From an optimization exercise on the open Yosys and OpenROAD flow, aimed at small area, a short achievable clock period and few clock cycles; shortcuts taken in it are not production practice. At most, simulation tests tie the RTL to the original design; equivalence was not proved. No activity file was given, so power comes from the tool's default toggle rates.

Setup of 05-08:
Design EC_2, start of the top module:
module EC_2(
    input  logic       Enter,
    input  logic       Clk,
    input  logic       Reset,
    input  logic [7:0] Data_input,
    input  logic       Load_en,
    input  logic [4:0] Load_addr,
    input  logic [7:0] Load_data,
    output logic       Halt,
    output logic       In_wait,
    output logic [7:0] Data_output
    );
Size: roughly 1100 cells after synthesis, roughly 300 flip-flops, roughly 35 I/O pins.
make LEC_CHECK=0 CAP_MARGIN=20 CORE_MARGIN=2 CORE_UTILIZATION=40 SETUP_SLACK_MARGIN=5 SLEW_MARGIN=20 TNS_END_PERCENT=5 finish   # period 8.0 ns
run.sh (not shown) runs the stock make flow with config.mk's settings and CLKGATE_MAP_FILE= SYNTH_SCRIPT=/design/flow/synth_recipe.tcl, a recipe that flattens the netlist after the stock synthesis.
Edits applied to the flow inputs when going from 05-08 to 10-16:
Settings: clearing TNS_END_PERCENT, which used to be 5; clearing SETUP_SLACK_MARGIN, which used to be 5.
[summary]
10-16: hold slack 0.031 ns below 05-08. Comparing 05-08 and 10-16, the lower diode insertion count for antenna repair is on 10-16. Worst slack at placement, 05-08 and 10-16: higher on 05-08. Count of multi-input gates: 10-16 vs 05-08, no meaningful difference. Met3 track demand over resource in global routing: 05-08 and 10-16 compared, lower one is 10-16. 10-16 vs 05-08: switching power total down by a few percent. On global routing met1 resource utilization: between 05-08 and 10-16, it ends up lower for 05-08.
No run of this note included a check of the RTL's function; only the layout flow was run.

---

Another version of the RTL of EC_2 (not shown whole).
Size: roughly 1700 cells after synthesis, ~300 flip-flops, ~35 I/O pins, ~16000 µm² of cells after synthesis.
make LEC_CHECK=0 ABC_AREA=1 CAP_MARGIN=20 CORE_MARGIN=2 CORE_UTILIZATION=40 CTS_BUF_LIST='sky130_fd_sc_hd__clkbuf_4 sky130_fd_sc_hd__clkbuf_8' SETUP_SLACK_MARGIN=5 SLEW_MARGIN=20 TNS_END_PERCENT=5 finish   # period 8.0 ns
Testbench counts at the start, summed over its fixed seeds: cycles 43,846.
Change:
Settings changed: ABC_AREA 1 to unset.
Final cell count came out lower by a quarter to a third.
Fmax shrinks by a few percent.
Total power rose by well over a third.
Setup slack is worse by 0.13 ns.
Global-route usage rose by 7.8 points.
Area after synthesis fell by a little under a tenth.
Critical path depth came out higher by 6.
Change:
==> flow/flow/run.sh (new file) <==
#!/bin/bash
# Own layout flow: the standard flow (standard.sh) with two changes.
#  - sky130_fd_sc_hd__a222oi_1 is added to the platform's don't-use cells.
#    It has no stronger size, and as the last gate of a memory read it drives
#    a long wire slowly, which the resizer cannot fix.
#  - Ports are buffered with buf_4 rather than the default choice (a slow
#    clkdlybuf4s50_1 on the outputs).
# Everything else, including the synthesis script, is the standard flow.
# Each ORFS step logs to orfs/logs/...; make's own output goes to
# flow_make.log here.
set -euo pipefail
PLATFORM_DONT_USE="sky130_fd_sc_hd__probe_p_8 sky130_fd_sc_hd__probec_p_8 sky130_fd_sc_hd__lpflow_bleeder_1 sky130_fd_sc_hd__lpflow_clkbufkapwr_1 sky130_fd_sc_hd__lpflow_clkbufkapwr_16 sky130_fd_sc_hd__lpflow_clkbufkapwr_2 sky130_fd_sc_hd__lpflow_clkbufkapwr_4 sky130_fd_sc_hd__lpflow_clkbufkapwr_8 sky130_fd_sc_hd__lpflow_clkinvkapwr_1 sky130_fd_sc_hd__lpflow_clkinvkapwr_16 sky130_fd_sc_hd__lpflow_clkinvkapwr_2 sky130_fd_sc_hd__lpflow_clkinvkapwr_4 sky130_fd_sc_hd__lpflow_clkinvkapwr_8 sky130_fd_sc_hd__lpflow_decapkapwr_12 sky130_fd_sc_hd__lpflow_decapkapwr_3 sky130_fd_sc_hd__lpflow_decapkapwr_4 sky130_fd_sc_hd__lpflow_decapkapwr_6 sky130_fd_sc_hd__lpflow_decapkapwr_8 sky130_fd_sc_hd__lpflow_inputiso0n_1 sky130_fd_sc_hd__lpflow_inputiso0p_1 sky130_fd_sc_hd__lpflow_inputiso1n_1 sky130_fd_sc_hd__lpflow_inputiso1p_1 sky130_fd_sc_hd__lpflow_inputisolatch_1 sky130_fd_sc_hd__lpflow_isobufsrc_1 sky130_fd_sc_hd__lpflow_isobufsrc_16 sky130_fd_sc_hd__lpflow_isobufsrc_2 sky130_fd_sc_hd__lpflow_isobufsrc_4 sky130_fd_sc_hd__lpflow_isobufsrc_8 sky130_fd_sc_hd__lpflow_isobufsrckapwr_16 sky130_fd_sc_hd__lpflow_lsbuf_lh_hl_isowell_tap_1 sky130_fd_sc_hd__lpflow_lsbuf_lh_hl_isowell_tap_2 sky130_fd_sc_hd__lpflow_lsbuf_lh_hl_isowell_tap_4 sky130_fd_sc_hd__lpflow_lsbuf_lh_isowell_4 sky130_fd_sc_hd__lpflow_lsbuf_lh_isowell_tap_1 sky130_fd_sc_hd__lpflow_lsbuf_lh_isowell_tap_2 sky130_fd_sc_hd__lpflow_lsbuf_lh_isowell_tap_4 "
bash standard.sh finish \
  DONT_USE_CELLS="$PLATFORM_DONT_USE sky130_fd_sc_hd__a222oi_1" \
  BUFFER_PORTS_ARGS="-buffer_cell sky130_fd_sc_hd__buf_4" \
  > flow_make.log 2>&1
==> flow/standard.sh (new file) <==
#!/bin/bash
# synth_recipe.tcl (not shown) runs the flow's synth.tcl, then flattens the netlist and writes it again
# the make line also repeats each setting of config.mk as NAME=value (left out here)
make -C /OpenROAD-flow-scripts/flow DESIGN_CONFIG=/design/flow/config.mk WORK_HOME=/design/flow/orfs CLKGATE_MAP_FILE= SYNTH_SCRIPT=/design/flow/synth_recipe.tcl "${@:-finish}"
removed: flow/run.sh
After rerunning:
- The changed run produced a clean layout
- count of clock-buffer cells in the layout went up by 3
- cell count went up by 0.80%
- via count went down by 1.7%
- final area went down by 2.7%
- routed wire length went down by 6.2%
- global-route usage went down by 4.0 points
- worst setup slack gains 0.051 ns
- sequential share of layout area went up by 1.3 points
- non-clock buffer count went down by 35
- clock power hardly moves
Change:
==> flow/run.sh (new file) <==
#!/bin/bash
# synth_recipe.tcl (not shown) runs the flow's synth.tcl, then flattens the netlist and writes it again
# the make line also repeats each setting of config.mk as NAME=value (left out here)
make -C /OpenROAD-flow-scripts/flow DESIGN_CONFIG=/design/flow/config.mk WORK_HOME=/design/flow/orfs CLKGATE_MAP_FILE= SYNTH_SCRIPT=/design/flow/synth_recipe.tcl finish
Settings changed: CORE_UTILIZATION 40 to 50, CTS_BUF_LIST sky130_fd_sc_hd__clkbuf_4 sky130_fd_sc_hd__clkbuf_8 to unset.
removed: flow/flow/run.sh
removed: flow/standard.sh
The changed run finished clean. Cell count is lower by 9.8%. Worst setup slack loses 0.20 ns. Combinational power went up by about 4%. Register-to-register slack gets worse by 0.20 ns. Final area hardly moves. Routed wire length goes down by 2.3%. Count of clock-buffer cells in the layout is lower by 32. Clock skew is about the same. Via count rose by 2.8%.

---

EC_2, a different RTL version from the one above (not shown whole).
Size: roughly 1200 cells after synthesis, ~35 I/O pins.
## EC_2
module EC_2(
    input  logic       Enter,
    input  logic       Clk,
    input  logic       Reset,
    input  logic [7:0] Data_input,
    input  logic       Load_en,
    input  logic [4:0] Load_addr,
    input  logic [7:0] Load_data,
    output logic       Halt,
    output logic       In_wait,
    output logic [7:0] Data_output
    );
export LEC_CHECK = 0
export CAP_MARGIN = 20
export CORE_MARGIN = 2
export CORE_UTILIZATION = 45
export SLEW_MARGIN = 20
export TNS_END_PERCENT = 100
create_clock -name core_clock -period 8.0 [get_ports {Clk}]
standard.sh (not shown) runs the stock make flow with config.mk's settings and CLKGATE_MAP_FILE= SYNTH_SCRIPT=/design/flow/synth_recipe.tcl, a recipe that flattens the netlist after the stock synthesis.
==> flow/flow/run.sh <==
#!/bin/bash
set -euo pipefail
PLATFORM_DONT_USE="sky130_fd_sc_hd__probe_p_8 sky130_fd_sc_hd__probec_p_8 sky130_fd_sc_hd__lpflow_bleeder_1 sky130_fd_sc_hd__lpflow_clkbufkapwr_1 sky130_fd_sc_hd__lpflow_clkbufkapwr_16 sky130_fd_sc_hd__lpflow_clkbufkapwr_2 sky130_fd_sc_hd__lpflow_clkbufkapwr_4 sky130_fd_sc_hd__lpflow_clkbufkapwr_8 sky130_fd_sc_hd__lpflow_clkinvkapwr_1 sky130_fd_sc_hd__lpflow_clkinvkapwr_16 sky130_fd_sc_hd__lpflow_clkinvkapwr_2 sky130_fd_sc_hd__lpflow_clkinvkapwr_4 sky130_fd_sc_hd__lpflow_clkinvkapwr_8 sky130_fd_sc_hd__lpflow_decapkapwr_12 sky130_fd_sc_hd__lpflow_decapkapwr_3 sky130_fd_sc_hd__lpflow_decapkapwr_4 sky130_fd_sc_hd__lpflow_decapkapwr_6 sky130_fd_sc_hd__lpflow_decapkapwr_8 sky130_fd_sc_hd__lpflow_inputiso0n_1 sky130_fd_sc_hd__lpflow_inputiso0p_1 sky130_fd_sc_hd__lpflow_inputiso1n_1 sky130_fd_sc_hd__lpflow_inputiso1p_1 sky130_fd_sc_hd__lpflow_inputisolatch_1 sky130_fd_sc_hd__lpflow_isobufsrc_1 sky130_fd_sc_hd__lpflow_isobufsrc_16 sky130_fd_sc_hd__lpflow_isobufsrc_2 sky130_fd_sc_hd__lpflow_isobufsrc_4 sky130_fd_sc_hd__lpflow_isobufsrc_8 sky130_fd_sc_hd__lpflow_isobufsrckapwr_16 sky130_fd_sc_hd__lpflow_lsbuf_lh_hl_isowell_tap_1 sky130_fd_sc_hd__lpflow_lsbuf_lh_hl_isowell_tap_2 sky130_fd_sc_hd__lpflow_lsbuf_lh_hl_isowell_tap_4 sky130_fd_sc_hd__lpflow_lsbuf_lh_isowell_4 sky130_fd_sc_hd__lpflow_lsbuf_lh_isowell_tap_1 sky130_fd_sc_hd__lpflow_lsbuf_lh_isowell_tap_2 sky130_fd_sc_hd__lpflow_lsbuf_lh_isowell_tap_4 "
bash standard.sh finish \
  DONT_USE_CELLS="$PLATFORM_DONT_USE sky130_fd_sc_hd__a222oi_1" \
  BUFFER_PORTS_ARGS="-buffer_cell sky130_fd_sc_hd__buf_4" \
  CTS_ARGS="-sink_clustering_enable -repair_clock_nets -dont_use_dummy_load -sink_clustering_size 30 -sink_clustering_max_diameter 80" \
  SETUP_SLACK_MARGIN=5.5 \
  > flow_make.log 2>&1
Testbench counts at the start, summed over its fixed seeds: cycles 43,846.
Next try:
--- a/flow/flow/run.sh
+++ b/flow/flow/run.sh
@@ -6,4 +6,4 @@
   BUFFER_PORTS_ARGS="-buffer_cell sky130_fd_sc_hd__buf_4" \
   CTS_ARGS="-sink_clustering_enable -repair_clock_nets -dont_use_dummy_load -sink_clustering_size 30 -sink_clustering_max_diameter 80" \
-  SETUP_SLACK_MARGIN=5.5 \
+  SETUP_SLACK_MARGIN=6 \
   > flow_make.log 2>&1
Outcome:
- The new run completed without violations
- power is higher by roughly a tenth
- register-to-register slack hardly moves
- via count is higher by a few percent
- wire length is higher by a few percent
- combinational power is higher by about a fifth
- fmax barely changes
- design area is higher by a little under a tenth
Next try:
==> flow/flow/run.sh (replaced) <==
#!/bin/bash
# Own layout flow: the standard flow (standard.sh) with two changes.
#  - sky130_fd_sc_hd__a222oi_1 is added to the platform's don't-use cells.
#    It has no stronger size, and as the last gate of a memory read it drives
#    a long wire slowly, which the resizer cannot fix.
#  - Ports are buffered with buf_4 rather than the default choice (a slow
#    clkdlybuf4s50_1 on the outputs).
# Everything else, including the synthesis script, is the standard flow.
# Each ORFS step logs to orfs/logs/...; make's own output goes to
# flow_make.log here.
set -euo pipefail
PLATFORM_DONT_USE="sky130_fd_sc_hd__probe_p_8 sky130_fd_sc_hd__probec_p_8 sky130_fd_sc_hd__lpflow_bleeder_1 sky130_fd_sc_hd__lpflow_clkbufkapwr_1 sky130_fd_sc_hd__lpflow_clkbufkapwr_16 sky130_fd_sc_hd__lpflow_clkbufkapwr_2 sky130_fd_sc_hd__lpflow_clkbufkapwr_4 sky130_fd_sc_hd__lpflow_clkbufkapwr_8 sky130_fd_sc_hd__lpflow_clkinvkapwr_1 sky130_fd_sc_hd__lpflow_clkinvkapwr_16 sky130_fd_sc_hd__lpflow_clkinvkapwr_2 sky130_fd_sc_hd__lpflow_clkinvkapwr_4 sky130_fd_sc_hd__lpflow_clkinvkapwr_8 sky130_fd_sc_hd__lpflow_decapkapwr_12 sky130_fd_sc_hd__lpflow_decapkapwr_3 sky130_fd_sc_hd__lpflow_decapkapwr_4 sky130_fd_sc_hd__lpflow_decapkapwr_6 sky130_fd_sc_hd__lpflow_decapkapwr_8 sky130_fd_sc_hd__lpflow_inputiso0n_1 sky130_fd_sc_hd__lpflow_inputiso0p_1 sky130_fd_sc_hd__lpflow_inputiso1n_1 sky130_fd_sc_hd__lpflow_inputiso1p_1 sky130_fd_sc_hd__lpflow_inputisolatch_1 sky130_fd_sc_hd__lpflow_isobufsrc_1 sky130_fd_sc_hd__lpflow_isobufsrc_16 sky130_fd_sc_hd__lpflow_isobufsrc_2 sky130_fd_sc_hd__lpflow_isobufsrc_4 sky130_fd_sc_hd__lpflow_isobufsrc_8 sky130_fd_sc_hd__lpflow_isobufsrckapwr_16 sky130_fd_sc_hd__lpflow_lsbuf_lh_hl_isowell_tap_1 sky130_fd_sc_hd__lpflow_lsbuf_lh_hl_isowell_tap_2 sky130_fd_sc_hd__lpflow_lsbuf_lh_hl_isowell_tap_4 sky130_fd_sc_hd__lpflow_lsbuf_lh_isowell_4 sky130_fd_sc_hd__lpflow_lsbuf_lh_isowell_tap_1 sky130_fd_sc_hd__lpflow_lsbuf_lh_isowell_tap_2 sky130_fd_sc_hd__lpflow_lsbuf_lh_isowell_tap_4 "
bash standard.sh finish \
  DONT_USE_CELLS="$PLATFORM_DONT_USE sky130_fd_sc_hd__a222oi_1" \
  BUFFER_PORTS_ARGS="-buffer_cell sky130_fd_sc_hd__buf_4" \
  > flow_make.log 2>&1
ABC_AREA = 1   (was default)
CORE_UTILIZATION = 40   (was 45)
CTS_BUF_LIST = sky130_fd_sc_hd__clkbuf_4 sky130_fd_sc_hd__clkbuf_8   (was default)
SETUP_SLACK_MARGIN = 5   (was default)
TNS_END_PERCENT = 5   (was 100)
Outcome: The changed run finished clean; first-iteration DRC count decreases by about 22%; core utilization falls by 17 points; fmax decreases by about 13%; wire length is lower by about 5%; hold slack gets worse by 19 ps.
Next try:
ABC_AREA = default   (was 1)
CTS_BUF_LIST = default   (was sky130_fd_sc_hd__clkbuf_4 sky130_fd_sc_hd__clkbuf_8)
CTS_CLUSTER_DIAMETER = 80   (was default)
CTS_CLUSTER_SIZE = 24   (was default)
The changed run went through all stages and came out clean.
Core utilization rises by 0.49 points.
Final cell count shrinks by 26%.
Sequential share of layout area goes up by 2.9 points.
Clock skew shrinks by 7.5 ps.
Via count is lower by 9.8%.
Die area came out lower by 7.1%.
Worst hold slack gains 29 ps.

---

Setup of cedar:
The RTL this note starts from:
==> flow/design.v <==
module EC_2(
    input  logic       Enter,
    input  logic       Clk,
    input  logic       Reset,
    input  logic [7:0] Data_input,
    input  logic       Load_en,
    input  logic [4:0] Load_addr,
    input  logic [7:0] Load_data,
    output logic       Halt,
    output logic       In_wait,
    output logic [7:0] Data_output
    );
    localparam logic [2:0] OP_LOAD  = 3'd0;
    localparam logic [2:0] OP_STORE = 3'd1;
    localparam logic [2:0] OP_ADD   = 3'd2;
    localparam logic [2:0] OP_SUB   = 3'd3;
    localparam logic [2:0] OP_IN    = 3'd4;
    localparam logic [2:0] OP_JZ    = 3'd5;
    localparam logic [2:0] OP_JPOS  = 3'd6;
    localparam logic [2:0] OP_HALT  = 3'd7;
    logic [7:0] mem [0:31];
    logic [4:0] pc;       
    logic [7:0] ir_d;     
    logic       vd;       
    logic [4:0] ir_e;     
    logic       e_ld, e_st, e_add, e_sub;
    logic [7:0] opnd;     
    logic       tk;       
    logic [7:0] a;
    logic       halt_r;   
    logic       inw;      
    wire stall = halt_r | (inw & ~Enter);
    wire       nx_valid = tk | vd;
    wire [7:0] nx_word  = tk ? opnd : ir_d;
    wire [2:0] nx_op    = nx_word[7:5];
    wire [4:0] ra       = nx_word[4:0];
    wire [7:0] bx    = opnd ^ {8{e_sub}};
    wire [7:0] g0    = a & bx;
    wire [7:0] p0    = a ^ bx;
    wire [7:0] gk = {g0[7:1], g0[0] | (p0[0] & e_sub)};
    wire [7:0] pk = {p0[7:1], 1'b0};
    wire [7:0] g1 = gk | (pk & {gk[6:0], 1'b0});
    wire [7:0] p1 = pk & {pk[6:0], 1'b0};
    wire [7:0] g2 = g1 | (p1 & {g1[5:0], 2'b0});
    wire [7:0] p2 = p1 & {p1[5:0], 2'b0};
    wire [7:0] g3 = g2 | (p2 & {g2[3:0], 4'b0});
    wire [7:0] carry = {g3[6:0], e_sub};
    wire [7:0] sum   = p0 ^ carry;
    wire [7:0] ab_x     = a ^ opnd;
    wire       add_zero = (ab_x == {a[6:0] | opnd[6:0], 1'b0});
    wire       sub_zero = (ab_x == 8'd0);
    wire e_keep = ~(e_ld | e_add | e_sub | inw);
    wire [7:0] a_nx = ({8{e_ld}}          & opnd) |
                      ({8{e_add | e_sub}} & sum) |
                      ({8{inw}}           & Data_input) |
                      ({8{e_keep}}        & a);
    wire z_nx = (e_ld  & (opnd == 8'd0)) |
                (e_add & add_zero) |
                (e_sub & sub_zero) |
                (inw   & (Data_input == 8'd0)) |
                (e_keep & (a == 8'd0));
    logic [7:0] rd_op, rd_f;
    always_comb begin
        rd_op = 8'd0;
        rd_f  = 8'd0;
        for (int i = 0; i < 32; i++) begin
            rd_op = rd_op | (mem[i] & {8{ra == 5'(i)}});
            rd_f  = rd_f  | (mem[i] & {8{pc == 5'(i)}});
        end
    end
    wire [7:0] op_nx = (e_st && ir_e == ra) ? a : rd_op;
    wire       nx_store = nx_valid & (nx_op == OP_STORE);
    wire       refetch  = nx_store & (ra == pc);
    wire [7:0] f_nx = (e_st && ir_e == pc) ? a : rd_f;
    wire tk_nx = nx_valid & (((nx_op == OP_JZ) & z_nx) |
                             ((nx_op == OP_JPOS) & ~a_nx[7]));
    wire [4:0] ra_p1 = {ra[4] ^ (&ra[3:0]), ra[3] ^ (&ra[2:0]), ra[2] ^ (&ra[1:0]), ra[1] ^ ra[0], ~ra[0]};
    wire [4:0] pc_p1 = {pc[4] ^ (&pc[3:0]), pc[3] ^ (&pc[2:0]), pc[2] ^ (&pc[1:0]), pc[1] ^ pc[0], ~pc[0]};
    wire [4:0] pc_nx = tk_nx ? ra_p1 : refetch ? pc : pc_p1;
    always_ff @(posedge Clk or posedge Reset) begin
        if (Reset) begin
            pc     <= 5'd0;
            vd     <= 1'b0;
            a      <= 8'd0;
            e_ld   <= 1'b0;
            e_st   <= 1'b0;
            e_add  <= 1'b0;
            e_sub  <= 1'b0;
            tk     <= 1'b0;
            halt_r <= 1'b0;
            inw    <= 1'b0;
        end else if (!stall) begin
            pc     <= pc_nx;
            vd     <= ~refetch;
            a      <= a_nx;
            e_ld   <= nx_valid & (nx_op == OP_LOAD);
            e_st   <= nx_store;
            e_add  <= nx_valid & (nx_op == OP_ADD);
            e_sub  <= nx_valid & (nx_op == OP_SUB);
            tk     <= tk_nx;
            halt_r <= nx_valid & (nx_op == OP_HALT);
            inw    <= nx_valid & (nx_op == OP_IN);
        end
    end
    always_ff @(posedge Clk) begin
        if (!stall)
            ir_d <= f_nx;
    end
    always_ff @(posedge Clk) begin
        ir_e <= ra;
        opnd <= op_nx;
    end
    logic       ld_en;
    logic [4:0] ld_addr;
    logic [7:0] ld_data;
    always_ff @(posedge Clk) begin
        ld_en   <= Load_en;
        ld_addr <= Load_addr;
        ld_data <= Load_data;
    end
    always_ff @(posedge Clk) begin
        if (ld_en)
            mem[ld_addr] <= ld_data;
        else if (e_st)
            mem[ir_e] <= a;
    end
    assign Halt        = halt_r;
    assign In_wait     = inw;
    assign Data_output = a;
endmodule
clock: 8.0 ns
lec_check: 0
cap_margin: 20
core_margin: 2
core_utilization: 40
cts_buf_list: sky130_fd_sc_hd__clkbuf_4 sky130_fd_sc_hd__clkbuf_8
setup_slack_margin: 5
slew_margin: 20
tns_end_percent: 5
==> flow/flow/run.sh <==
#!/bin/bash
# Own layout flow: the standard flow (standard.sh) with two changes.
#  - sky130_fd_sc_hd__a222oi_1 is added to the platform's don't-use cells.
#    It has no stronger size, and as the last gate of a memory read it drives
#    a long wire slowly, which the resizer cannot fix.
#  - Ports are buffered with buf_4 rather than the default choice (a slow
#    clkdlybuf4s50_1 on the outputs).
# Everything else, including the synthesis script, is the standard flow.
# Each ORFS step logs to orfs/logs/...; make's own output goes to
# flow_make.log here.
set -euo pipefail
PLATFORM_DONT_USE="sky130_fd_sc_hd__probe_p_8 sky130_fd_sc_hd__probec_p_8 sky130_fd_sc_hd__lpflow_bleeder_1 sky130_fd_sc_hd__lpflow_clkbufkapwr_1 sky130_fd_sc_hd__lpflow_clkbufkapwr_16 sky130_fd_sc_hd__lpflow_clkbufkapwr_2 sky130_fd_sc_hd__lpflow_clkbufkapwr_4 sky130_fd_sc_hd__lpflow_clkbufkapwr_8 sky130_fd_sc_hd__lpflow_clkinvkapwr_1 sky130_fd_sc_hd__lpflow_clkinvkapwr_16 sky130_fd_sc_hd__lpflow_clkinvkapwr_2 sky130_fd_sc_hd__lpflow_clkinvkapwr_4 sky130_fd_sc_hd__lpflow_clkinvkapwr_8 sky130_fd_sc_hd__lpflow_decapkapwr_12 sky130_fd_sc_hd__lpflow_decapkapwr_3 sky130_fd_sc_hd__lpflow_decapkapwr_4 sky130_fd_sc_hd__lpflow_decapkapwr_6 sky130_fd_sc_hd__lpflow_decapkapwr_8 sky130_fd_sc_hd__lpflow_inputiso0n_1 sky130_fd_sc_hd__lpflow_inputiso0p_1 sky130_fd_sc_hd__lpflow_inputiso1n_1 sky130_fd_sc_hd__lpflow_inputiso1p_1 sky130_fd_sc_hd__lpflow_inputisolatch_1 sky130_fd_sc_hd__lpflow_isobufsrc_1 sky130_fd_sc_hd__lpflow_isobufsrc_16 sky130_fd_sc_hd__lpflow_isobufsrc_2 sky130_fd_sc_hd__lpflow_isobufsrc_4 sky130_fd_sc_hd__lpflow_isobufsrc_8 sky130_fd_sc_hd__lpflow_isobufsrckapwr_16 sky130_fd_sc_hd__lpflow_lsbuf_lh_hl_isowell_tap_1 sky130_fd_sc_hd__lpflow_lsbuf_lh_hl_isowell_tap_2 sky130_fd_sc_hd__lpflow_lsbuf_lh_hl_isowell_tap_4 sky130_fd_sc_hd__lpflow_lsbuf_lh_isowell_4 sky130_fd_sc_hd__lpflow_lsbuf_lh_isowell_tap_1 sky130_fd_sc_hd__lpflow_lsbuf_lh_isowell_tap_2 sky130_fd_sc_hd__lpflow_lsbuf_lh_isowell_tap_4 "
bash standard.sh finish \
  DONT_USE_CELLS="$PLATFORM_DONT_USE sky130_fd_sc_hd__a222oi_1" \
  BUFFER_PORTS_ARGS="-buffer_cell sky130_fd_sc_hd__buf_4" \
  > flow_make.log 2>&1
Testbench counts of cedar, summed over its fixed seeds: cycles 43,846.
> inputs changed (cedar -> tundra)
--- a/flow/flow/run.sh
+++ b/flow/flow/run.sh
@@ -1,4 +1,4 @@
 #!/bin/bash
-# Own layout flow: the standard flow (standard.sh) with two changes.
+# Own layout flow: the standard flow (standard.sh) with three changes.
 #  - sky130_fd_sc_hd__a222oi_1 is added to the platform's don't-use cells.
 #    It has no stronger size, and as the last gate of a memory read it drives
@@ -6,4 +6,7 @@
 #  - Ports are buffered with buf_4 rather than the default choice (a slow
 #    clkdlybuf4s50_1 on the outputs).
+#  - Clock tree synthesis runs with the usual arguments plus
+#    -dont_use_dummy_load, so it adds no dummy load cells to the clock tree,
+#    and with larger sink clusters (30 sinks, 80 um) on the default buffers.
 # Everything else, including the synthesis script, is the standard flow.
 # Each ORFS step logs to orfs/logs/...; make's own output goes to
@@ -14,3 +17,4 @@
   DONT_USE_CELLS="$PLATFORM_DONT_USE sky130_fd_sc_hd__a222oi_1" \
   BUFFER_PORTS_ARGS="-buffer_cell sky130_fd_sc_hd__buf_4" \
+  CTS_ARGS="-sink_clustering_enable -repair_clock_nets -dont_use_dummy_load -sink_clustering_size 30 -sink_clustering_max_diameter 80" \
   > flow_make.log 2>&1
--- a/flow/config.mk
+++ b/flow/config.mk
@@ -8,7 +8,6 @@
 export CAP_MARGIN = 20
 export CORE_MARGIN = 2
-export CORE_UTILIZATION = 40
-export CTS_BUF_LIST = sky130_fd_sc_hd__clkbuf_4 sky130_fd_sc_hd__clkbuf_8
+export CORE_UTILIZATION = 42
 export SETUP_SLACK_MARGIN = 5
 export SLEW_MARGIN = 20
-export TNS_END_PERCENT = 5
+export TNS_END_PERCENT = 100
--- outcome ---
- The higher height of the die came out of cedar.
- Per the comparison of tundra with cedar, wire length of the first global-routing pass went down 5.9%; final area lost about 1.9%; core occupancy in the finished layout went up 1.7 points; clock network latency to the later pin of the worst-skew pair went down 0.11 ns; critical path depth fell by 3.
- Fraction of area in non-clock buffers: tundra vs cedar up 0.26 points
Input changes introduced in xenon (baseline for comparison: tundra):
--- a/flow/flow/run.sh
+++ b/flow/flow/run.sh
@@ -1,4 +1,4 @@
 #!/bin/bash
-# Own layout flow: the standard flow (standard.sh) with three changes.
+# Own layout flow: the standard flow (standard.sh) with two changes.
 #  - sky130_fd_sc_hd__a222oi_1 is added to the platform's don't-use cells.
 #    It has no stronger size, and as the last gate of a memory read it drives
@@ -6,7 +6,4 @@
 #  - Ports are buffered with buf_4 rather than the default choice (a slow
 #    clkdlybuf4s50_1 on the outputs).
-#  - Clock tree synthesis runs with the usual arguments plus
-#    -dont_use_dummy_load, so it adds no dummy load cells to the clock tree,
-#    and with larger sink clusters (30 sinks, 80 um) on the default buffers.
 # Everything else, including the synthesis script, is the standard flow.
 # Each ORFS step logs to orfs/logs/...; make's own output goes to
@@ -17,4 +14,3 @@
   DONT_USE_CELLS="$PLATFORM_DONT_USE sky130_fd_sc_hd__a222oi_1" \
   BUFFER_PORTS_ARGS="-buffer_cell sky130_fd_sc_hd__buf_4" \
-  CTS_ARGS="-sink_clustering_enable -repair_clock_nets -dont_use_dummy_load -sink_clustering_size 30 -sink_clustering_max_diameter 80" \
   > flow_make.log 2>&1
--- a/flow/config.mk
+++ b/flow/config.mk
@@ -6,8 +6,10 @@
 export NUM_CORES = 4
 export LEC_CHECK = 0
-export CAP_MARGIN = 20
+export ABC_AREA = 1
+export CAP_MARGIN = 50
 export CORE_MARGIN = 2
-export CORE_UTILIZATION = 42
+export CORE_UTILIZATION = 40
+export CTS_BUF_LIST = sky130_fd_sc_hd__clkbuf_4 sky130_fd_sc_hd__clkbuf_8
 export SETUP_SLACK_MARGIN = 5
-export SLEW_MARGIN = 20
-export TNS_END_PERCENT = 100
+export SLEW_MARGIN = 60
+export TNS_END_PERCENT = 5
==> summary.txt <==
Clock-buffer cell count was higher in the run labelled xenon.
xenon completed end to end with timing, DRC and antenna clean.
xenon vs tundra: switching power as a share of total power down in xenon
Data arrival at the endpoint of the critical path: xenon higher than tundra
#### Input delta (nickel over xenon)
--- a/flow/config.mk
+++ b/flow/config.mk
@@ -6,10 +6,9 @@
 export NUM_CORES = 4
 export LEC_CHECK = 0
-export ABC_AREA = 1
-export CAP_MARGIN = 50
+export CAP_MARGIN = 20
 export CORE_MARGIN = 2
 export CORE_UTILIZATION = 40
 export CTS_BUF_LIST = sky130_fd_sc_hd__clkbuf_4 sky130_fd_sc_hd__clkbuf_8
 export SETUP_SLACK_MARGIN = 5
-export SLEW_MARGIN = 60
-export TNS_END_PERCENT = 5
+export SLEW_MARGIN = 20
+export TNS_END_PERCENT = 100
### Flow results
In terms of placed wire-length estimate after detailed placement, nickel and xenon differ only marginally.
Delta (nickel minus xenon): combinational group power climbed 3800%, final cell count moved down, total power climbed 100%, global routing met3 resource utilization went up 4.6 points.
A top contributor to total power of registers is what xenon shows, while combinational cells belongs to nickel.
nickel: final worst slack is 0.090 ns higher than what xenon reported.
xenon has lower total of cells resized after clock tree synthesis than nickel.
Relative to xenon, the net count after synthesis of nickel is lower by 569.
Run comparison: nickel most common library cell in the layout ignoring fill and taps edfxtp_1; xenon most common library cell in the layout ignoring fill and taps nand2_1

==> what the ideal ports hide <==
In the flow no input, the clock included, has a driving cell. The finished layouts below were timed again as built, in two steps. Step 1 (the two cells are an assumption about what drives the block):
set clk [get_ports {Clk}]
set_driving_cell -lib_cell sky130_fd_sc_hd__clkbuf_16 $clk
set_driving_cell -lib_cell sky130_fd_sc_hd__buf_2 [delete_from_list [all_inputs] $clk]
Step 2 times the ports against the registers' clock, not the clock port: input delays grow and output delays shrink by t, the midpoint of the rising clock arrivals with the driver on. Three values: ideal ports, drivers, drivers and shift; two values: the first two.
run	shift t [ns]	setup slack, ns	clock arrival spread, ns
05-08	0.599	4.622 / 4.622 / 4.283	0.021 / 0.021
10-16	0.632	3.778 / 3.792 / 3.173	0.025 / 0.024
the first run of note 2	0.671	4.822 / 4.768 / 4.355	0.033 / 0.032
the second run of note 2	0.697	4.689 / 4.689 / 4.226	0.028 / 0.027
the third run of note 2	0.693	4.739 / 4.739 / 4.231	0.036 / 0.036
the fourth run of note 2	0.643	4.538 / 4.538 / 4.272	0.036 / 0.036
the first run of note 3	0.593	5.055 / 5.055 / 4.740	0.073 / 0.074
the second run of note 3	0.589	5.063 / 5.063 / 4.722	0.039 / 0.039
the third run of note 3	0.738	4.631 / 4.631 / 4.253	0.060 / 0.060
the fourth run of note 3	0.615	4.794 / 4.794 / 4.499	0.053 / 0.053
cedar	0.706	4.823 / 4.823 / 4.497	0.032 / 0.032
tundra	0.587	4.943 / 4.943 / 4.733	0.048 / 0.048
xenon	0.718	4.846 / 4.846 / 4.846	0.043 / 0.043
nickel	0.706	4.935 / 4.935 / 4.601	0.033 / 0.033
After both steps setup and hold are still met in every run listed. The setup slack of 10-16, which loses most, moves by +0.014 ns with the drivers and by -0.605 ns with both steps.
